This is an optimization exercise on Yosys and OpenROAD, whose aim is small area, a short achievable clock period and few clock cycles per item, not a production implementation. In this exercise RTL edits were held to simulation tests only and were not proved equivalent to the original.

--- flow/config.mk ---
export PLATFORM = sky130hd
export DESIGN_NAME = geofence
export DESIGN_NICKNAME = geofence
export VERILOG_FILES = /design/flow/design.v
export SDC_FILE = /design/flow/constraint.sdc
export NUM_CORES = 4
export LEC_CHECK = 0
export CAP_MARGIN = 20
export CORE_MARGIN = 2
export CORE_UTILIZATION = 40
export SLEW_MARGIN = 20
--- flow/run.sh ---
#!/bin/bash
# synth_recipe.tcl (not shown) runs the flow's synth.tcl, then flattens the netlist and writes it again
# the make line also repeats each setting of config.mk as NAME=value (left out here)
make -C /OpenROAD-flow-scripts/flow DESIGN_CONFIG=/design/flow/config.mk WORK_HOME=/design/flow/orfs CLKGATE_MAP_FILE= SYNTH_SCRIPT=/design/flow/synth_recipe.tcl finish
--- flow/design.v ---
module Mul (input signed [10:0] A,
            input signed [10:0] B,
            output signed [20:0] out);
    assign out = A * B;
endmodule
module CrossProduct (input [10:0] ax,
                     input [10:0] ay,
                     input [10:0] bx,
                     input [10:0] by,
                     output pos);
    wire [9:0] ma = ax[9:0], mb = by[9:0], mc = ay[9:0], md = bx[9:0];
    wire n1 = ax[10] ^ by[10];    
    wire n2 = ay[10] ^ bx[10];    
    wire gt;
    assign pos = n1 ? (n2 & ~gt) : (n2 | gt);
    wire p1, q2, p3, q4, p5, q6, p7, q8, p9, q10, p11, q12, p13, q14, p15, q16;
    wire p17, q18, p19, q20, p21, q22, p23, q24, p25, q26, p27, q28, p29, q30, p31, q32;
    wire p33, q34, p35, q36, p37, q38, p39, q40, p41, q42, p43, q44, p45, q46, p47, q48;
    wire p49, q50, p51, q52, p53, q54, p55, q56, p57, q58, p59, q60, p61, q62, p63, q64;
    wire p65, q66, p67, q68, p69, q70, p71, q72, p73, q74, p75, q76, p77, q78, p79, q80;
    wire p81, q82, p83, q84, p85, q86, p87, q88, p89, q90, p91, q92, p93, q94, p95, q96;
    wire p97, q98, p99, q100, p101, q102, p103, q104, p105, q106, p107, q108, p109, q110, p111, q112;
    wire p113, q114, p115, q116, p117, q118, p119, q120, p121, q122, p123, q124, p125, q126, p127, q128;
    wire p129, q130, p131, q132, p133, q134, p135, q136, p137, q138, p139, q140, p141, q142, p143, q144;
    wire p145, q146, p147, q148, p149, q150, p151, q152, p153, q154, p155, q156, p157, q158, p159, q160;
    wire p161, q162, p163, q164, p165, q166, p167, q168, p169, q170, p171, q172, p173, q174, p175, q176;
    wire p177, q178, p179, q180, p181, q182, p183, q184, p185, q186, p187, q188, p189, q190, p191, q192;
    wire p193, q194, p195, q196, p197, q198, p199, q200, s201, c202, s203, c204, s205, c206, s207, c208;
    wire s209, c210, s211, c212, s213, c214, s215, c216, s217, c218, s219, c220, s221, c222, s223, c224;
    wire s225, c226, s227, c228, s229, c230, s231, c232, s233, c234, s235, c236, s237, c238, s239, c240;
    wire s241, c242, s243, c244, s245, c246, s247, c248, s249, c250, s251, c252, s253, c254, s255, c256;
    wire s257, c258, s259, c260, s261, c262, s263, c264, s265, c266, s267, c268, s269, c270, s271, c272;
    wire s273, c274, s275, c276, s277, c278, s279, c280, s281, c282, s283, c284, s285, c286, s287, c288;
    wire s289, c290, s291, c292, s293, c294, s295, c296, s297, c298, s299, c300, s301, c302, s303, c304;
    wire s305, c306, s307, c308, s309, c310, s311, c312, s313, c314, s315, c316, s317, c318, s319, c320;
    wire s321, c322, s323, c324, s325, c326, s327, c328, s329, c330, s331, c332, s333, c334, s335, c336;
    wire s337, c338, s339, c340, s341, c342, s343, c344, s345, c346, s347, c348, s349, c350, s351, c352;
    wire s353, c354, s355, c356, s357, c358, s359, c360, s361, c362, s363, c364, s365, c366, s367, c368;
    wire s369, c370, s371, c372, s373, c374, s375, c376, s377, c378, s379, c380, s381, c382, s383, c384;
    wire s385, c386, s387, c388, s389, c390, s391, c392, s393, c394, s395, c396, s397, c398, s399, c400;
    wire s401, c402, s403, c404, s405, c406, s407, c408, s409, c410, s411, c412, s413, c414, s415, c416;
    wire s417, c418, s419, c420, s421, c422, s423, c424, s425, c426, s427, c428, s429, c430, s431, c432;
    wire s433, c434, s435, c436, s437, c438, s439, c440, s441, c442, s443, c444, s445, c446, s447, c448;
    wire s449, c450, s451, c452, s453, c454, s455, c456, s457, c458, s459, c460, s461, c462, s463, c464;
    wire s465, c466, s467, c468, s469, c470, s471, c472, s473, c474, s475, c476, s477, c478, s479, c480;
    wire s481, c482, s483, c484, s485, c486, s487, c488, s489, c490, s491, c492, s493, c494, s495, c496;
    wire s497, c498, s499, c500, s501, c502, s503, c504, s505, c506, s507, c508, s509, c510, s511, c512;
    wire s513, c514, s515, c516, s517, c518, s519, c520, s521, c522, s523, c524, s525, c526, s527, c528;
    wire s529, c530, s531, c532, s533, c534, s535, c536, s537, c538, s539, c540, s541, c542, s543, c544;
    wire s545, c546, s547, c548, s549, c550, s551, c552, s553, c554, s555, c556, s557, c558, s559, c560;
    wire s561, c562, s563, c564, g565, t566, g567, t568, g569, t570, g571, t572, g573, t574, g575, t576;
    wire g577, t578, g579, t580, g581, t582, g583, t584, g585, t586, g587, t588, g589, t590, g591, t592;
    wire g593, t594, g595, t596, g597, t598, g599, t600, g601, t602, g603, t604, g605, t606, G607, P608;
    wire G609, P610, G611, P612, G613, P614, G615, P616, G617, P618, G619, P620, G621, P622, G623, P624;
    wire G625, P626, G627, P628, G629, P630, G631, P632, G633, P634, G635, P636, G637, P638, G639, P640;
    wire G641, P642, G643, P644, G645, P646;
    assign p1 = ma[0] & mb[0];
    assign q2 = ~(mc[0] & md[0]);
    assign p3 = ma[0] & mb[1];
    assign q4 = ~(mc[0] & md[1]);
    assign p5 = ma[0] & mb[2];
    assign q6 = ~(mc[0] & md[2]);
    assign p7 = ma[0] & mb[3];
    assign q8 = ~(mc[0] & md[3]);
    assign p9 = ma[0] & mb[4];
    assign q10 = ~(mc[0] & md[4]);
    assign p11 = ma[0] & mb[5];
    assign q12 = ~(mc[0] & md[5]);
    assign p13 = ma[0] & mb[6];
    assign q14 = ~(mc[0] & md[6]);
    assign p15 = ma[0] & mb[7];
    assign q16 = ~(mc[0] & md[7]);
    assign p17 = ma[0] & mb[8];
    assign q18 = ~(mc[0] & md[8]);
    assign p19 = ma[0] & mb[9];
    assign q20 = ~(mc[0] & md[9]);
    assign p21 = ma[1] & mb[0];
    assign q22 = ~(mc[1] & md[0]);
    assign p23 = ma[1] & mb[1];
    assign q24 = ~(mc[1] & md[1]);
    assign p25 = ma[1] & mb[2];
    assign q26 = ~(mc[1] & md[2]);
    assign p27 = ma[1] & mb[3];
    assign q28 = ~(mc[1] & md[3]);
    assign p29 = ma[1] & mb[4];
    assign q30 = ~(mc[1] & md[4]);
    assign p31 = ma[1] & mb[5];
    assign q32 = ~(mc[1] & md[5]);
    assign p33 = ma[1] & mb[6];
    assign q34 = ~(mc[1] & md[6]);
    assign p35 = ma[1] & mb[7];
    assign q36 = ~(mc[1] & md[7]);
    assign p37 = ma[1] & mb[8];
    assign q38 = ~(mc[1] & md[8]);
    assign p39 = ma[1] & mb[9];
    assign q40 = ~(mc[1] & md[9]);
    assign p41 = ma[2] & mb[0];
    assign q42 = ~(mc[2] & md[0]);
    assign p43 = ma[2] & mb[1];
    assign q44 = ~(mc[2] & md[1]);
    assign p45 = ma[2] & mb[2];
    assign q46 = ~(mc[2] & md[2]);
    assign p47 = ma[2] & mb[3];
    assign q48 = ~(mc[2] & md[3]);
    assign p49 = ma[2] & mb[4];
    assign q50 = ~(mc[2] & md[4]);
    assign p51 = ma[2] & mb[5];
    assign q52 = ~(mc[2] & md[5]);
    assign p53 = ma[2] & mb[6];
    assign q54 = ~(mc[2] & md[6]);
    assign p55 = ma[2] & mb[7];
    assign q56 = ~(mc[2] & md[7]);
    assign p57 = ma[2] & mb[8];
    assign q58 = ~(mc[2] & md[8]);
    assign p59 = ma[2] & mb[9];
    assign q60 = ~(mc[2] & md[9]);
    assign p61 = ma[3] & mb[0];
    assign q62 = ~(mc[3] & md[0]);
    assign p63 = ma[3] & mb[1];
    assign q64 = ~(mc[3] & md[1]);
    assign p65 = ma[3] & mb[2];
    assign q66 = ~(mc[3] & md[2]);
    assign p67 = ma[3] & mb[3];
    assign q68 = ~(mc[3] & md[3]);
    assign p69 = ma[3] & mb[4];
    assign q70 = ~(mc[3] & md[4]);
    assign p71 = ma[3] & mb[5];
    assign q72 = ~(mc[3] & md[5]);
    assign p73 = ma[3] & mb[6];
    assign q74 = ~(mc[3] & md[6]);
    assign p75 = ma[3] & mb[7];
    assign q76 = ~(mc[3] & md[7]);
    assign p77 = ma[3] & mb[8];
    assign q78 = ~(mc[3] & md[8]);
    assign p79 = ma[3] & mb[9];
    assign q80 = ~(mc[3] & md[9]);
    assign p81 = ma[4] & mb[0];
    assign q82 = ~(mc[4] & md[0]);
    assign p83 = ma[4] & mb[1];
    assign q84 = ~(mc[4] & md[1]);
    assign p85 = ma[4] & mb[2];
    assign q86 = ~(mc[4] & md[2]);
    assign p87 = ma[4] & mb[3];
    assign q88 = ~(mc[4] & md[3]);
    assign p89 = ma[4] & mb[4];
    assign q90 = ~(mc[4] & md[4]);
    assign p91 = ma[4] & mb[5];
    assign q92 = ~(mc[4] & md[5]);
    assign p93 = ma[4] & mb[6];
    assign q94 = ~(mc[4] & md[6]);
    assign p95 = ma[4] & mb[7];
    assign q96 = ~(mc[4] & md[7]);
    assign p97 = ma[4] & mb[8];
    assign q98 = ~(mc[4] & md[8]);
    assign p99 = ma[4] & mb[9];
    assign q100 = ~(mc[4] & md[9]);
    assign p101 = ma[5] & mb[0];
    assign q102 = ~(mc[5] & md[0]);
    assign p103 = ma[5] & mb[1];
    assign q104 = ~(mc[5] & md[1]);
    assign p105 = ma[5] & mb[2];
    assign q106 = ~(mc[5] & md[2]);
    assign p107 = ma[5] & mb[3];
    assign q108 = ~(mc[5] & md[3]);
    assign p109 = ma[5] & mb[4];
    assign q110 = ~(mc[5] & md[4]);
    assign p111 = ma[5] & mb[5];
    assign q112 = ~(mc[5] & md[5]);
    assign p113 = ma[5] & mb[6];
    assign q114 = ~(mc[5] & md[6]);
    assign p115 = ma[5] & mb[7];
    assign q116 = ~(mc[5] & md[7]);
    assign p117 = ma[5] & mb[8];
    assign q118 = ~(mc[5] & md[8]);
    assign p119 = ma[5] & mb[9];
    assign q120 = ~(mc[5] & md[9]);
    assign p121 = ma[6] & mb[0];
    assign q122 = ~(mc[6] & md[0]);
    assign p123 = ma[6] & mb[1];
    assign q124 = ~(mc[6] & md[1]);
    assign p125 = ma[6] & mb[2];
    assign q126 = ~(mc[6] & md[2]);
    assign p127 = ma[6] & mb[3];
    assign q128 = ~(mc[6] & md[3]);
    assign p129 = ma[6] & mb[4];
    assign q130 = ~(mc[6] & md[4]);
    assign p131 = ma[6] & mb[5];
    assign q132 = ~(mc[6] & md[5]);
    assign p133 = ma[6] & mb[6];
    assign q134 = ~(mc[6] & md[6]);
    assign p135 = ma[6] & mb[7];
    assign q136 = ~(mc[6] & md[7]);
    assign p137 = ma[6] & mb[8];
    assign q138 = ~(mc[6] & md[8]);
    assign p139 = ma[6] & mb[9];
    assign q140 = ~(mc[6] & md[9]);
    assign p141 = ma[7] & mb[0];
    assign q142 = ~(mc[7] & md[0]);
    assign p143 = ma[7] & mb[1];
    assign q144 = ~(mc[7] & md[1]);
    assign p145 = ma[7] & mb[2];
    assign q146 = ~(mc[7] & md[2]);
    assign p147 = ma[7] & mb[3];
    assign q148 = ~(mc[7] & md[3]);
    assign p149 = ma[7] & mb[4];
    assign q150 = ~(mc[7] & md[4]);
    assign p151 = ma[7] & mb[5];
    assign q152 = ~(mc[7] & md[5]);
    assign p153 = ma[7] & mb[6];
    assign q154 = ~(mc[7] & md[6]);
    assign p155 = ma[7] & mb[7];
    assign q156 = ~(mc[7] & md[7]);
    assign p157 = ma[7] & mb[8];
    assign q158 = ~(mc[7] & md[8]);
    assign p159 = ma[7] & mb[9];
    assign q160 = ~(mc[7] & md[9]);
    assign p161 = ma[8] & mb[0];
    assign q162 = ~(mc[8] & md[0]);
    assign p163 = ma[8] & mb[1];
    assign q164 = ~(mc[8] & md[1]);
    assign p165 = ma[8] & mb[2];
    assign q166 = ~(mc[8] & md[2]);
    assign p167 = ma[8] & mb[3];
    assign q168 = ~(mc[8] & md[3]);
    assign p169 = ma[8] & mb[4];
    assign q170 = ~(mc[8] & md[4]);
    assign p171 = ma[8] & mb[5];
    assign q172 = ~(mc[8] & md[5]);
    assign p173 = ma[8] & mb[6];
    assign q174 = ~(mc[8] & md[6]);
    assign p175 = ma[8] & mb[7];
    assign q176 = ~(mc[8] & md[7]);
    assign p177 = ma[8] & mb[8];
    assign q178 = ~(mc[8] & md[8]);
    assign p179 = ma[8] & mb[9];
    assign q180 = ~(mc[8] & md[9]);
    assign p181 = ma[9] & mb[0];
    assign q182 = ~(mc[9] & md[0]);
    assign p183 = ma[9] & mb[1];
    assign q184 = ~(mc[9] & md[1]);
    assign p185 = ma[9] & mb[2];
    assign q186 = ~(mc[9] & md[2]);
    assign p187 = ma[9] & mb[3];
    assign q188 = ~(mc[9] & md[3]);
    assign p189 = ma[9] & mb[4];
    assign q190 = ~(mc[9] & md[4]);
    assign p191 = ma[9] & mb[5];
    assign q192 = ~(mc[9] & md[5]);
    assign p193 = ma[9] & mb[6];
    assign q194 = ~(mc[9] & md[6]);
    assign p195 = ma[9] & mb[7];
    assign q196 = ~(mc[9] & md[7]);
    assign p197 = ma[9] & mb[8];
    assign q198 = ~(mc[9] & md[8]);
    assign p199 = ma[9] & mb[9];
    assign q200 = ~(mc[9] & md[9]);
    assign s201 = p19 ^ q20 ^ p37;
    assign c202 = (p19 & q20) | (p37 & (p19 ^ q20));
    assign s203 = p39 ^ q40;
    assign c204 = p39 & q40;
    assign s205 = p13 ^ q14 ^ p31;
    assign c206 = (p13 & q14) | (p31 & (p13 ^ q14));
    assign s207 = p15 ^ q16 ^ p33;
    assign c208 = (p15 & q16) | (p33 & (p15 ^ q16));
    assign s209 = q34 ^ p51 ^ q52;
    assign c210 = (q34 & p51) | (q52 & (q34 ^ p51));
    assign s211 = p69 ^ q70;
    assign c212 = p69 & q70;
    assign s213 = p17 ^ q18 ^ p35;
    assign c214 = (p17 & q18) | (p35 & (p17 ^ q18));
    assign s215 = q36 ^ p53 ^ q54;
    assign c216 = (q36 & p53) | (q54 & (q36 ^ p53));
    assign s217 = p71 ^ q72 ^ p89;
    assign c218 = (p71 & q72) | (p89 & (p71 ^ q72));
    assign s219 = q90 ^ p107 ^ q108;
    assign c220 = (q90 & p107) | (q108 & (q90 ^ p107));
    assign s221 = p125 ^ q126;
    assign c222 = p125 & q126;
    assign s223 = s201 ^ q38 ^ p55;
    assign c224 = (s201 & q38) | (p55 & (s201 ^ q38));
    assign s225 = q56 ^ p73 ^ q74;
    assign c226 = (q56 & p73) | (q74 & (q56 ^ p73));
    assign s227 = p91 ^ q92 ^ p109;
    assign c228 = (p91 & q92) | (p109 & (p91 ^ q92));
    assign s229 = q110 ^ p127 ^ q128;
    assign c230 = (q110 & p127) | (q128 & (q110 ^ p127));
    assign s231 = p145 ^ q146 ^ p163;
    assign c232 = (p145 & q146) | (p163 & (p145 ^ q146));
    assign s233 = q164 ^ p181;
    assign c234 = q164 & p181;
    assign s235 = s203 ^ p57 ^ q58;
    assign c236 = (s203 & p57) | (q58 & (s203 ^ p57));
    assign s237 = p75 ^ q76 ^ p93;
    assign c238 = (p75 & q76) | (p93 & (p75 ^ q76));
    assign s239 = q94 ^ p111 ^ q112;
    assign c240 = (q94 & p111) | (q112 & (q94 ^ p111));
    assign s241 = p129 ^ q130 ^ p147;
    assign c242 = (p129 & q130) | (p147 & (p129 ^ q130));
    assign s243 = q148 ^ p165 ^ q166;
    assign c244 = (q148 & p165) | (q166 & (q148 ^ p165));
    assign s245 = p183 ^ q184 ^ c202;
    assign c246 = (p183 & q184) | (c202 & (p183 ^ q184));
    assign s247 = p59 ^ q60 ^ p77;
    assign c248 = (p59 & q60) | (p77 & (p59 ^ q60));
    assign s249 = q78 ^ p95 ^ q96;
    assign c250 = (q78 & p95) | (q96 & (q78 ^ p95));
    assign s251 = p113 ^ q114 ^ p131;
    assign c252 = (p113 & q114) | (p131 & (p113 ^ q114));
    assign s253 = q132 ^ p149 ^ q150;
    assign c254 = (q132 & p149) | (q150 & (q132 ^ p149));
    assign s255 = p167 ^ q168 ^ p185;
    assign c256 = (p167 & q168) | (p185 & (p167 ^ q168));
    assign s257 = p79 ^ q80 ^ p97;
    assign c258 = (p79 & q80) | (p97 & (p79 ^ q80));
    assign s259 = q98 ^ p115 ^ q116;
    assign c260 = (q98 & p115) | (q116 & (q98 ^ p115));
    assign s261 = p133 ^ q134 ^ p151;
    assign c262 = (p133 & q134) | (p151 & (p133 ^ q134));
    assign s263 = p99 ^ q100 ^ p117;
    assign c264 = (p99 & q100) | (p117 & (p99 ^ q100));
    assign s265 = p9 ^ q10 ^ p27;
    assign c266 = (p9 & q10) | (p27 & (p9 ^ q10));
    assign s267 = p11 ^ q12 ^ p29;
    assign c268 = (p11 & q12) | (p29 & (p11 ^ q12));
    assign s269 = q30 ^ p47 ^ q48;
    assign c270 = (q30 & p47) | (q48 & (q30 ^ p47));
    assign s271 = p65 ^ q66;
    assign c272 = p65 & q66;
    assign s273 = s205 ^ q32 ^ p49;
    assign c274 = (s205 & q32) | (p49 & (s205 ^ q32));
    assign s275 = q50 ^ p67 ^ q68;
    assign c276 = (q50 & p67) | (q68 & (q50 ^ p67));
    assign s277 = p85 ^ q86 ^ p103;
    assign c278 = (p85 & q86) | (p103 & (p85 ^ q86));
    assign s279 = q104 ^ p121;
    assign c280 = q104 & p121;
    assign s281 = s207 ^ s209 ^ s211;
    assign c282 = (s207 & s209) | (s211 & (s207 ^ s209));
    assign s283 = p87 ^ q88 ^ p105;
    assign c284 = (p87 & q88) | (p105 & (p87 ^ q88));
    assign s285 = q106 ^ p123 ^ q124;
    assign c286 = (q106 & p123) | (q124 & (q106 ^ p123));
    assign s287 = p141 ^ q142 ^ c206;
    assign c288 = (p141 & q142) | (c206 & (p141 ^ q142));
    assign s289 = s213 ^ s215 ^ s217;
    assign c290 = (s213 & s215) | (s217 & (s213 ^ s215));
    assign s291 = s219 ^ s221 ^ p143;
    assign c292 = (s219 & s221) | (p143 & (s219 ^ s221));
    assign s293 = q144 ^ p161 ^ q162;
    assign c294 = (q144 & p161) | (q162 & (q144 ^ p161));
    assign s295 = c208 ^ c210 ^ c212;
    assign c296 = (c208 & c210) | (c212 & (c208 ^ c210));
    assign s297 = s223 ^ s225 ^ s227;
    assign c298 = (s223 & s225) | (s227 & (s223 ^ s225));
    assign s299 = s229 ^ s231 ^ s233;
    assign c300 = (s229 & s231) | (s233 & (s229 ^ s231));
    assign s301 = q182 ^ c214 ^ c216;
    assign c302 = (q182 & c214) | (c216 & (q182 ^ c214));
    assign s303 = c218 ^ c220 ^ c222;
    assign c304 = (c218 & c220) | (c222 & (c218 ^ c220));
    assign s305 = s235 ^ s237 ^ s239;
    assign c306 = (s235 & s237) | (s239 & (s235 ^ s237));
    assign s307 = s241 ^ s243 ^ s245;
    assign c308 = (s241 & s243) | (s245 & (s241 ^ s243));
    assign s309 = c224 ^ c226 ^ c228;
    assign c310 = (c224 & c226) | (c228 & (c224 ^ c226));
    assign s311 = c230 ^ c232 ^ c234;
    assign c312 = (c230 & c232) | (c234 & (c230 ^ c232));
    assign s313 = s247 ^ s249 ^ s251;
    assign c314 = (s247 & s249) | (s251 & (s247 ^ s249));
    assign s315 = s253 ^ s255 ^ q186;
    assign c316 = (s253 & s255) | (q186 & (s253 ^ s255));
    assign s317 = c204 ^ c236 ^ c238;
    assign c318 = (c204 & c236) | (c238 & (c204 ^ c236));
    assign s319 = c240 ^ c242 ^ c244;
    assign c320 = (c240 & c242) | (c244 & (c240 ^ c242));
    assign s321 = s257 ^ s259 ^ s261;
    assign c322 = (s257 & s259) | (s261 & (s257 ^ s259));
    assign s323 = q152 ^ p169 ^ q170;
    assign c324 = (q152 & p169) | (q170 & (q152 ^ p169));
    assign s325 = p187 ^ q188 ^ c248;
    assign c326 = (p187 & q188) | (c248 & (p187 ^ q188));
    assign s327 = c250 ^ c252 ^ c254;
    assign c328 = (c250 & c252) | (c254 & (c250 ^ c252));
    assign s329 = s263 ^ q118 ^ p135;
    assign c330 = (s263 & q118) | (p135 & (s263 ^ q118));
    assign s331 = q136 ^ p153 ^ q154;
    assign c332 = (q136 & p153) | (q154 & (q136 ^ p153));
    assign s333 = p171 ^ q172 ^ p189;
    assign c334 = (p171 & q172) | (p189 & (p171 ^ q172));
    assign s335 = q190 ^ c258 ^ c260;
    assign c336 = (q190 & c258) | (c260 & (q190 ^ c258));
    assign s337 = p119 ^ q120 ^ p137;
    assign c338 = (p119 & q120) | (p137 & (p119 ^ q120));
    assign s339 = q138 ^ p155 ^ q156;
    assign c340 = (q138 & p155) | (q156 & (q138 ^ p155));
    assign s341 = p173 ^ q174 ^ p191;
    assign c342 = (p173 & q174) | (p191 & (p173 ^ q174));
    assign s343 = p139 ^ q140 ^ p157;
    assign c344 = (p139 & q140) | (p157 & (p139 ^ q140));
    assign s345 = p5 ^ q6;
    assign c346 = p5 & q6;
    assign s347 = p7 ^ q8 ^ p25;
    assign c348 = (p7 & q8) | (p25 & (p7 ^ q8));
    assign s349 = q26 ^ p43 ^ q44;
    assign c350 = (q26 & p43) | (q44 & (q26 ^ p43));
    assign s351 = s265 ^ q28 ^ p45;
    assign c352 = (s265 & q28) | (p45 & (s265 ^ q28));
    assign s353 = q46 ^ p63 ^ q64;
    assign c354 = (q46 & p63) | (q64 & (q46 ^ p63));
    assign s355 = p81 ^ q82;
    assign c356 = p81 & q82;
    assign s357 = s267 ^ s269 ^ s271;
    assign c358 = (s267 & s269) | (s271 & (s267 ^ s269));
    assign s359 = p83 ^ q84 ^ p101;
    assign c360 = (p83 & q84) | (p101 & (p83 ^ q84));
    assign s361 = ~(q102 ^ c266);
    assign c362 = q102 | c266;
    assign s363 = s273 ^ s275 ^ s277;
    assign c364 = (s273 & s275) | (s277 & (s273 ^ s275));
    assign s365 = s279 ^ q122 ^ c268;
    assign c366 = (s279 & q122) | (c268 & (s279 ^ q122));
    assign s367 = ~(c270 ^ c272);
    assign c368 = c270 | c272;
    assign s369 = s281 ^ s283 ^ s285;
    assign c370 = (s281 & s283) | (s285 & (s281 ^ s283));
    assign s371 = s287 ^ c274 ^ c276;
    assign c372 = (s287 & c274) | (c276 & (s287 ^ c274));
    assign s373 = ~(c278 ^ c280);
    assign c374 = c278 | c280;
    assign s375 = s289 ^ s291 ^ s293;
    assign c376 = (s289 & s291) | (s293 & (s289 ^ s291));
    assign s377 = s295 ^ c282 ^ c284;
    assign c378 = (s295 & c282) | (c284 & (s295 ^ c282));
    assign s379 = ~(c286 ^ c288);
    assign c380 = c286 | c288;
    assign s381 = s297 ^ s299 ^ s301;
    assign c382 = (s297 & s299) | (s301 & (s297 ^ s299));
    assign s383 = s303 ^ c290 ^ c292;
    assign c384 = (s303 & c290) | (c292 & (s303 ^ c290));
    assign s385 = ~(c294 ^ c296);
    assign c386 = c294 | c296;
    assign s387 = s305 ^ s307 ^ s309;
    assign c388 = (s305 & s307) | (s309 & (s305 ^ s307));
    assign s389 = s311 ^ c298 ^ c300;
    assign c390 = (s311 & c298) | (c300 & (s311 ^ c298));
    assign s391 = ~(c302 ^ c304);
    assign c392 = c302 | c304;
    assign s393 = s313 ^ s315 ^ s317;
    assign c394 = (s313 & s315) | (s317 & (s313 ^ s315));
    assign s395 = s319 ^ c246 ^ c306;
    assign c396 = (s319 & c246) | (c306 & (s319 ^ c246));
    assign s397 = c308 ^ c310 ^ c312;
    assign c398 = (c308 & c310) | (c312 & (c308 ^ c310));
    assign s399 = s321 ^ s323 ^ s325;
    assign c400 = (s321 & s323) | (s325 & (s321 ^ s323));
    assign s401 = s327 ^ c256 ^ c314;
    assign c402 = (s327 & c256) | (c314 & (s327 ^ c256));
    assign s403 = c316 ^ c318 ^ c320;
    assign c404 = (c316 & c318) | (c320 & (c316 ^ c318));
    assign s405 = s329 ^ s331 ^ s333;
    assign c406 = (s329 & s331) | (s333 & (s329 ^ s331));
    assign s407 = s335 ^ c262 ^ c322;
    assign c408 = (s335 & c262) | (c322 & (s335 ^ c262));
    assign s409 = c324 ^ c326 ^ c328;
    assign c410 = (c324 & c326) | (c328 & (c324 ^ c326));
    assign s411 = s337 ^ s339 ^ s341;
    assign c412 = (s337 & s339) | (s341 & (s337 ^ s339));
    assign s413 = q192 ^ c264 ^ c330;
    assign c414 = (q192 & c264) | (c330 & (q192 ^ c264));
    assign s415 = c332 ^ c334 ^ c336;
    assign c416 = (c332 & c334) | (c336 & (c332 ^ c334));
    assign s417 = s343 ^ q158 ^ p175;
    assign c418 = (s343 & q158) | (p175 & (s343 ^ q158));
    assign s419 = q176 ^ p193 ^ q194;
    assign c420 = (q176 & p193) | (q194 & (q176 ^ p193));
    assign s421 = c338 ^ c340 ^ c342;
    assign c422 = (c338 & c340) | (c342 & (c338 ^ c340));
    assign s423 = p159 ^ q160 ^ p177;
    assign c424 = (p159 & q160) | (p177 & (p159 ^ q160));
    assign s425 = q178 ^ p195 ^ q196;
    assign c426 = (q178 & p195) | (q196 & (q178 ^ p195));
    assign s427 = p3 ^ q4;
    assign c428 = p3 & q4;
    assign s429 = s345 ^ p23 ^ q24;
    assign c430 = (s345 & p23) | (q24 & (s345 ^ p23));
    assign s431 = p41 ^ q42;
    assign c432 = p41 & q42;
    assign s433 = s347 ^ s349 ^ p61;
    assign c434 = (s347 & s349) | (p61 & (s347 ^ s349));
    assign s435 = ~(q62 ^ c346);
    assign c436 = q62 | c346;
    assign s437 = s351 ^ s353 ^ s355;
    assign c438 = (s351 & s353) | (s355 & (s351 ^ s353));
    assign s439 = ~(c348 ^ c350);
    assign c440 = c348 | c350;
    assign s441 = s357 ^ s359 ^ s361;
    assign c442 = (s357 & s359) | (s361 & (s357 ^ s359));
    assign s443 = c352 ^ c354 ^ c356;
    assign c444 = (c352 & c354) | (c356 & (c352 ^ c354));
    assign s445 = s363 ^ s365 ^ s367;
    assign c446 = (s363 & s365) | (s367 & (s363 ^ s365));
    assign s447 = c358 ^ c360 ^ c362;
    assign c448 = (c358 & c360) | (c362 & (c358 ^ c360));
    assign s449 = s369 ^ s371 ^ s373;
    assign c450 = (s369 & s371) | (s373 & (s369 ^ s371));
    assign s451 = c364 ^ c366 ^ c368;
    assign c452 = (c364 & c366) | (c368 & (c364 ^ c366));
    assign s453 = s375 ^ s377 ^ s379;
    assign c454 = (s375 & s377) | (s379 & (s375 ^ s377));
    assign s455 = c370 ^ c372 ^ c374;
    assign c456 = (c370 & c372) | (c374 & (c370 ^ c372));
    assign s457 = s381 ^ s383 ^ s385;
    assign c458 = (s381 & s383) | (s385 & (s381 ^ s383));
    assign s459 = c376 ^ c378 ^ c380;
    assign c460 = (c376 & c378) | (c380 & (c376 ^ c378));
    assign s461 = s387 ^ s389 ^ s391;
    assign c462 = (s387 & s389) | (s391 & (s387 ^ s389));
    assign s463 = c382 ^ c384 ^ c386;
    assign c464 = (c382 & c384) | (c386 & (c382 ^ c384));
    assign s465 = s393 ^ s395 ^ s397;
    assign c466 = (s393 & s395) | (s397 & (s393 ^ s395));
    assign s467 = c388 ^ c390 ^ c392;
    assign c468 = (c388 & c390) | (c392 & (c388 ^ c390));
    assign s469 = s399 ^ s401 ^ s403;
    assign c470 = (s399 & s401) | (s403 & (s399 ^ s401));
    assign s471 = c394 ^ c396 ^ c398;
    assign c472 = (c394 & c396) | (c398 & (c394 ^ c396));
    assign s473 = s405 ^ s407 ^ s409;
    assign c474 = (s405 & s407) | (s409 & (s405 ^ s407));
    assign s475 = c400 ^ c402 ^ c404;
    assign c476 = (c400 & c402) | (c404 & (c400 ^ c402));
    assign s477 = s411 ^ s413 ^ s415;
    assign c478 = (s411 & s413) | (s415 & (s411 ^ s413));
    assign s479 = c406 ^ c408 ^ c410;
    assign c480 = (c406 & c408) | (c410 & (c406 ^ c408));
    assign s481 = s417 ^ s419 ^ s421;
    assign c482 = (s417 & s419) | (s421 & (s417 ^ s419));
    assign s483 = c412 ^ c414 ^ c416;
    assign c484 = (c412 & c414) | (c416 & (c412 ^ c414));
    assign s485 = s423 ^ s425 ^ c344;
    assign c486 = (s423 & s425) | (c344 & (s423 ^ s425));
    assign s487 = c418 ^ c420 ^ c422;
    assign c488 = (c418 & c420) | (c422 & (c418 ^ c420));
    assign s489 = p179 ^ q180 ^ p197;
    assign c490 = (p179 & q180) | (p197 & (p179 ^ q180));
    assign s491 = q198 ^ c424 ^ c426;
    assign c492 = (q198 & c424) | (c426 & (q198 ^ c424));
    assign s493 = s427 ^ p21;
    assign c494 = s427 & p21;
    assign s495 = s429 ^ s431 ^ c428;
    assign c496 = (s429 & s431) | (c428 & (s429 ^ s431));
    assign s497 = s433 ^ s435 ^ c430;
    assign c498 = (s433 & s435) | (c430 & (s433 ^ s435));
    assign s499 = s437 ^ s439 ^ c434;
    assign c500 = (s437 & s439) | (c434 & (s437 ^ s439));
    assign s501 = s441 ^ s443 ^ c438;
    assign c502 = (s441 & s443) | (c438 & (s441 ^ s443));
    assign s503 = s445 ^ s447 ^ c442;
    assign c504 = (s445 & s447) | (c442 & (s445 ^ s447));
    assign s505 = s449 ^ s451 ^ c446;
    assign c506 = (s449 & s451) | (c446 & (s449 ^ s451));
    assign s507 = s453 ^ s455 ^ c450;
    assign c508 = (s453 & s455) | (c450 & (s453 ^ s455));
    assign s509 = s457 ^ s459 ^ c454;
    assign c510 = (s457 & s459) | (c454 & (s457 ^ s459));
    assign s511 = s461 ^ s463 ^ c458;
    assign c512 = (s461 & s463) | (c458 & (s461 ^ s463));
    assign s513 = s465 ^ s467 ^ c462;
    assign c514 = (s465 & s467) | (c462 & (s465 ^ s467));
    assign s515 = s469 ^ s471 ^ c466;
    assign c516 = (s469 & s471) | (c466 & (s469 ^ s471));
    assign s517 = s473 ^ s475 ^ c470;
    assign c518 = (s473 & s475) | (c470 & (s473 ^ s475));
    assign s519 = s477 ^ s479 ^ c474;
    assign c520 = (s477 & s479) | (c474 & (s477 ^ s479));
    assign s521 = s481 ^ s483 ^ c478;
    assign c522 = (s481 & s483) | (c478 & (s481 ^ s483));
    assign s523 = s485 ^ s487 ^ c482;
    assign c524 = (s485 & s487) | (c482 & (s485 ^ s487));
    assign s525 = s489 ^ s491 ^ c486;
    assign c526 = (s489 & s491) | (c486 & (s489 ^ s491));
    assign s527 = p199 ^ q200 ^ c490;
    assign c528 = (p199 & q200) | (c490 & (p199 ^ q200));
    assign s529 = s493 ^ q22;
    assign c530 = s493 & q22;
    assign s531 = ~(s495 ^ c494);
    assign c532 = s495 | c494;
    assign s533 = s497 ^ c432 ^ c496;
    assign c534 = (s497 & c432) | (c496 & (s497 ^ c432));
    assign s535 = s499 ^ c436 ^ c498;
    assign c536 = (s499 & c436) | (c498 & (s499 ^ c436));
    assign s537 = s501 ^ c440 ^ c500;
    assign c538 = (s501 & c440) | (c500 & (s501 ^ c440));
    assign s539 = s503 ^ c444 ^ c502;
    assign c540 = (s503 & c444) | (c502 & (s503 ^ c444));
    assign s541 = s505 ^ c448 ^ c504;
    assign c542 = (s505 & c448) | (c504 & (s505 ^ c448));
    assign s543 = s507 ^ c452 ^ c506;
    assign c544 = (s507 & c452) | (c506 & (s507 ^ c452));
    assign s545 = s509 ^ c456 ^ c508;
    assign c546 = (s509 & c456) | (c508 & (s509 ^ c456));
    assign s547 = s511 ^ c460 ^ c510;
    assign c548 = (s511 & c460) | (c510 & (s511 ^ c460));
    assign s549 = s513 ^ c464 ^ c512;
    assign c550 = (s513 & c464) | (c512 & (s513 ^ c464));
    assign s551 = s515 ^ c468 ^ c514;
    assign c552 = (s515 & c468) | (c514 & (s515 ^ c468));
    assign s553 = s517 ^ c472 ^ c516;
    assign c554 = (s517 & c472) | (c516 & (s517 ^ c472));
    assign s555 = s519 ^ c476 ^ c518;
    assign c556 = (s519 & c476) | (c518 & (s519 ^ c476));
    assign s557 = s521 ^ c480 ^ c520;
    assign c558 = (s521 & c480) | (c520 & (s521 ^ c480));
    assign s559 = s523 ^ c484 ^ c522;
    assign c560 = (s523 & c484) | (c522 & (s523 ^ c484));
    assign s561 = s525 ^ c488 ^ c524;
    assign c562 = (s525 & c488) | (c524 & (s525 ^ c488));
    assign s563 = s527 ^ c492 ^ c526;
    assign c564 = (s527 & c492) | (c526 & (s527 ^ c492));
    assign g565 = p1 & q2;
    assign t566 = p1 | q2;
    assign g567 = s529 & 1'b1;
    assign t568 = s529 | 1'b1;
    assign g569 = s531 & c530;
    assign t570 = s531 | c530;
    assign g571 = s533 & c532;
    assign t572 = s533 | c532;
    assign g573 = s535 & c534;
    assign t574 = s535 | c534;
    assign g575 = s537 & c536;
    assign t576 = s537 | c536;
    assign g577 = s539 & c538;
    assign t578 = s539 | c538;
    assign g579 = s541 & c540;
    assign t580 = s541 | c540;
    assign g581 = s543 & c542;
    assign t582 = s543 | c542;
    assign g583 = s545 & c544;
    assign t584 = s545 | c544;
    assign g585 = s547 & c546;
    assign t586 = s547 | c546;
    assign g587 = s549 & c548;
    assign t588 = s549 | c548;
    assign g589 = s551 & c550;
    assign t590 = s551 | c550;
    assign g591 = s553 & c552;
    assign t592 = s553 | c552;
    assign g593 = s555 & c554;
    assign t594 = s555 | c554;
    assign g595 = s557 & c556;
    assign t596 = s557 | c556;
    assign g597 = s559 & c558;
    assign t598 = s559 | c558;
    assign g599 = s561 & c560;
    assign t600 = s561 | c560;
    assign g601 = s563 & c562;
    assign t602 = s563 | c562;
    assign g603 = c528 & c564;
    assign t604 = c528 | c564;
    assign g605 = 1'b1 & 1'b0;
    assign t606 = 1'b1 | 1'b0;
    assign G607 = g567 | (t568 & g565);
    assign P608 = t568 & t566;
    assign G609 = g569 | (t570 & G607);
    assign P610 = t570 & P608;
    assign G611 = g573 | (t574 & g571);
    assign P612 = t574 & t572;
    assign G613 = g575 | (t576 & G611);
    assign P614 = t576 & P612;
    assign G615 = G613 | (P614 & G609);
    assign P616 = P614 & P610;
    assign G617 = g579 | (t580 & g577);
    assign P618 = t580 & t578;
    assign G619 = g581 | (t582 & G617);
    assign P620 = t582 & P618;
    assign G621 = g585 | (t586 & g583);
    assign P622 = t586 & t584;
    assign G623 = G621 | (P622 & G619);
    assign P624 = P622 & P620;
    assign G625 = G623 | (P624 & G615);
    assign P626 = P624 & P616;
    assign G627 = g589 | (t590 & g587);
    assign P628 = t590 & t588;
    assign G629 = g591 | (t592 & G627);
    assign P630 = t592 & P628;
    assign G631 = g595 | (t596 & g593);
    assign P632 = t596 & t594;
    assign G633 = G631 | (P632 & G629);
    assign P634 = P632 & P630;
    assign G635 = g599 | (t600 & g597);
    assign P636 = t600 & t598;
    assign G637 = g601 | (t602 & G635);
    assign P638 = t602 & P636;
    assign G639 = g605 | (t606 & g603);
    assign P640 = t606 & t604;
    assign G641 = G639 | (P640 & G637);
    assign P642 = P640 & P638;
    assign G643 = G641 | (P642 & G633);
    assign P644 = P642 & P634;
    assign G645 = G643 | (P644 & G625);
    assign P646 = P644 & P626;
    assign gt = G645;
endmodule
module geofence (clk,
                 reset,
                 X,
                 Y,
                 valid,
                 is_inside);
    input clk;
    input reset;
    input [9:0] X;
    input [9:0] Y;
    output valid;
    output is_inside;
    reg [3:0] cnt;
    reg [9:0] px, py;
    reg [10:0] ux, uy, sx, sy, ex, ey;    
    reg ins, vld;
    wire cs, ce;
    CrossProduct C0 (.ax(sx), .ay(sy), .bx(ux), .by(uy), .pos(cs));
    CrossProduct C1 (.ax(ex), .ay(ey), .bx(ux), .by(uy), .pos(ce));
    assign valid = vld;
    assign is_inside = ins;
    always @(posedge clk or posedge reset) begin
        if (reset) begin
            cnt <= 4'd0;
            vld <= 1'b0;
        end else begin
            cnt <= (cnt == 4'd8) ? 4'd0 : cnt + 4'd1;
            vld <= (cnt == 4'd7);
        end
    end
    wire [10:0] dx = {1'b0, X} - {1'b0, px};
    wire [10:0] dy = {1'b0, Y} - {1'b0, py};
    wire [9:0] nx = px - X;
    wire [9:0] ny = py - Y;
    wire place = cnt >= 4'd3 && cnt <= 4'd7;
    always @(posedge clk) begin
        if (cnt == 4'd0) begin
            px <= X;
            py <= Y;
        end
        ux <= {dx[10], dx[10] ? nx : dx[9:0]};
        uy <= {dy[10], dy[10] ? ny : dy[9:0]};
        if (cnt == 4'd2 || (place && !cs && !ce)) begin
            sx <= ux;
            sy <= uy;
        end
        if (cnt == 4'd2 || (place && cs && ce)) begin
            ex <= ux;
            ey <= uy;
        end
        if (cnt == 4'd2)
            ins <= 1'b0;
        else if (place && !cs && ce)
            ins <= 1'b1;
    end
endmodule
--- flow/constraint.sdc ---
create_clock -name core_clock -period 7.5 [get_ports {clk}]
set_input_delay 1.5000 -clock core_clock [delete_from_list [all_inputs] [get_ports {clk}]]
set_output_delay 1.5000 -clock core_clock [all_outputs]
set_load 0.01 [all_outputs]
==> flow_summary.json <==
{
  "timing.max_slew.rel_slack_pct": 33.92,
  "groute.layer.met2.usage_pct": 32.88,
  "place_area_um2": 16370,
  "crit_end_element": "flip-flop",
  "post_synth.cell_area_avg_um2": 9.487,
  "drt-total-wl_mm": 38.00,
  "layout_min_cycle_time_ns": 7.126,
  "place_ws_ns": 0.3795,
  "dieArea_um2": 40420,
  "synth-compound-area-share_pct": 5.672,
  "timing.final.crit_share_pct": 95.01,
  "effective_utilization_at_floorplan_pct": 40.37,
  "multi_input_comb_area_um2": 11310,
  "mostFrequentLayoutCell": "sky130_fd_sc_hd__inv_1",
  "mappedNetlistNets": 2068,
  "synth-async-reset-ratio_pct": 5.435,
  "synth_cells": 1637,
  "most-common-layout-cells": "sky130_fd_sc_hd__inv_1 (376), sky130_fd_sc_hd__fa_1 (326), sky130_fd_sc_hd__nand2_1 (235)",
  "grt.overflow.total": 0,
  "floorplan.die.width_um": 201.0,
  "cts_num_sinks": 92,
  "finalSetupViolations": 0,
  "cp.arrival_ns": 7.15,
  "synth_flop_cell": "sky130_fd_sc_hd__edfxtp_1",
  "outcome": "finished clean",
  "grt_start_max_net_pins": 23,
  "final-seq-area_um2": 2507,
  "worst-slew-pin-transition_ns": 0.9902,
  "dpl.hpwl_mm": 29.82,
  "die-height_um": 201.0,
  "clock_tree_from_tritoncts": "built",
  "cts-root-buf": "sky130_fd_sc_hd__clkbuf_16",
  "final_net_count": 2048,
  "hold_path.class": "flip-flop to flip-flop",
  "clock_network_latency_to_the_later_pin_of_the_worst_skew_pair_ns": 0.35,
  "grt_pass1_vias": 11440,
  "drt_first_iter_violations": 597,
  "timing.max_cap.violations": 0,
  "synth_xor_xnor_area_share_pct": 1.015,
  "final_hold_viol_count": 0,
  "count_of_flip_flops_with_a_built_in_enable_after_synthesis": 64,
  "global_route_wire_length_before_repair_mm": 62.00,
  "fin_skew_ns": 0.01151,
  "critical_path_peak_fanout": 22,
  "synthSimpleGateAreaFrac_pct": 15.99,
  "avgViaCountPerCell": 4.960,
  "synth_fa_ha_area_share_pct": 49.03,
  "io_pins": 24,
  "cts_post_setup_buffers_inserted": 0,
  "post-route-drc-count": 0,
  "fillCellCount": 3741,
  "grtUsageMet3_pct": 2.760,
  "max_clk_rate_ghz": 0.1403,
  "drtPass1Iterations": 5,
  "route.vias.total": 10610,
  "drive_gt1_share_pct": 3.699,
  "fp.coreArea_um2": 38470,
  "yosys-mux-area-fraction_pct": 0.9185,
  "total_negative_setup_slacks_ns": 0,
  "synth_sequential_area_ratio_pct": 16.15,
  "grt-busiest-layer": "met2",
  "rows": 72,
  "clk_path_buf_depth": 2,
  "worst_ep_required_time_ns": 7.53,
  "numCtsBuffers": 9,
  "yosys_warnings": 1,
  "grt_usage_pct": 19.71,
  "setup_repair_after_global_routing_missed_its_margin": "false",
  "cts-hold-fix-buffers": 0,
  "antenna-diode-count": 0,
  "cts.htree.levels": 3,
  "largest_family_of_logic_cells_by_synthesized_area": "adder cells",
  "ys_seq_elements": 92,
  "cts_repair_resize_count": 0,
  "netlist_area_um2": 15530,
  "antenna_violations_before_repair": 1,
  "setup.worst_path.start_class": "flip-flop",
  "postRouteAntennaNets": 0,
  "finalMaxSlewViolations": 0,
  "count_of_port_buffers_added_during_placement": 23,
  "routedWlPerCell_um": 17.76,
  "stdcell_area_um2": 16690,
  "synth.distinct_cells": 55,
  "gp_routability_congestion": 0.8485,
  "clkTransAtPathRegs_ns": 0.07,
  "timing_worst_setup_path_type": "flip-flop to flip-flop",
  "final_critical_path_setup_slack_ns": 0.3742,
  "grtUsageMet1_pct": 26.80,
  "area_growth_pct": 7.477
}
Yosys cell counts (all sizes together), types with 6 or more instances:
cell type    n  share of area (%)
nor2b       14               0.61
xnor2       10               0.56
o21a         6               0.29
edfxtp      64                 12
nand2b       8               0.32
nand2      235                5.7
ha          83                6.7
mux2i       12               0.77
and2       195                7.9
a31oi        7               0.28
nor2        23               0.56
fa         326                 42
o21ai       29               0.98
nor3         8               0.26
nand3        8               0.26
xor2         8               0.45
inv        376                9.1
a211oi       8               0.39
dfxtp       23                3.0
o22ai        7               0.28
a21o        13               0.63
clkbuf      82                2.0
a21oi       33                1.1
metrics by stage:
| step | hold WS [ns] | utilization (%) | std cells |
|---|---|---|---|
| after floorplan | 0.4437 | - | 1637 |
| after detailed placement | 0.4806 | 42.54 | 2124 |
| after global placement | 0.4728 | 42.54 | 2124 |
| final | 0.4847 | 43.39 | 2140 |
| after global routing | 0.5083 | 43.39 | 2140 |
| after CTS | 0.4905 | 43.39 | 2140 |
cell families after synthesis:
group | Yosys count
AOI/OAI and AO/OA | 135
DFF | 92
muxes | 14
and+or+nand+nor | 501
adders and majority gates | 414
buffers and inverters | 463
xor gates and xnor gates | 18
sequential cells by signal, summed over array words and instances, names as in the netlist:
| signal | flops |
|---|---|
| ex | 11 |
| ins | 1 |
| sx | 11 |
| uy | 11 |
| ux | 11 |
| cnt | 4 |
| px | 10 |
| ey | 11 |
| vld | 1 |
| py | 10 |
| sy | 11 |
path summary, 6_finish.rpt:
path	cells after the start	from	slack [ns]	to
hold reg to reg	1	cnt[0]	0.48	cnt[0]
setup reg to reg	20	ex[0]	0.37	ex[0]
setup / recovery	20	ex[0]	0.37	ex[0]
hold / removal	1	cnt[0]	0.48	cnt[0]
max in group asynchronous	2	reset	5.98	cnt[1]
min in group asynchronous	2	reset	1.35	vld
layout make-up:
type                    count  share of cell area (%)
multi-input cells        1082                   67.75
flip-flops and latches     92                   15.02
inverters                 376                   8.456
well taps                 518                   3.883
repair buffers             56                   2.939
clock buffers               9                   1.349
clock inverters             7                  0.5997
routing by layer:
metal / up-vias / share of wire (%)
li1: 4818 / -
met1: 5427 / 43
met2: 308 / 49
met3: 59 / 5.4
met4: 2 / 2.7
met5: - / 0.021
critical path: stages (launching register included):
cell,delay [ns]
sky130_fd_sc_hd__edfxtp_1,0.53
sky130_fd_sc_hd__and2_1,0.24
sky130_fd_sc_hd__fa_1,0.51
sky130_fd_sc_hd__fa_1,0.54
sky130_fd_sc_hd__fa_1,0.56
sky130_fd_sc_hd__inv_1,0.06
sky130_fd_sc_hd__fa_1,0.50
sky130_fd_sc_hd__fa_1,0.54
sky130_fd_sc_hd__inv_1,0.05
sky130_fd_sc_hd__fa_1,0.50
sky130_fd_sc_hd__fa_1,0.57
sky130_fd_sc_hd__nand2_1,0.06
sky130_fd_sc_hd__maj3_1,0.36
sky130_fd_sc_hd__o211ai_1,0.09
sky130_fd_sc_hd__a21oi_1,0.08
sky130_fd_sc_hd__o2111ai_1,0.38
sky130_fd_sc_hd__a21oi_1,0.15
sky130_fd_sc_hd__mux2i_1,0.31
sky130_fd_sc_hd__inv_1,0.12
sky130_fd_sc_hd__o41ai_4,0.32
sky130_fd_sc_hd__buf_4,0.33
Testbench counts, summed over its fixed seeds: cycles 28,800, tests 3,200.

[static timing again, ports no longer ideal]
Ports are ideal in the flow. The routed layout listed here was re-timed in OpenROAD. Step 1 assumes that a clkbuf_16 drives the clock port and a buf_2 every other input. Step 2 moves the port delays by t, midway between the first and last clock arrival at a register: inputs arrive t later, outputs are due t later. That takes back most of the time a late clock gives input paths. a / b / c = ideal / step 1 / step 2; a / b = the first two.
t, ns: 0.386
slack for setup (ns): 0.374 / 0.374 / 0.374
worst hold slack (ns): 0.485 / 0.485 / 0.485
worst setup path at the end: register to register
slew at the worst register clock pin (ns): 0.07 / 0.07
After both steps setup and hold are still met in this run. The setup slack of this run moves by 0.000 ns with the drivers and by 0.000 ns with both steps.
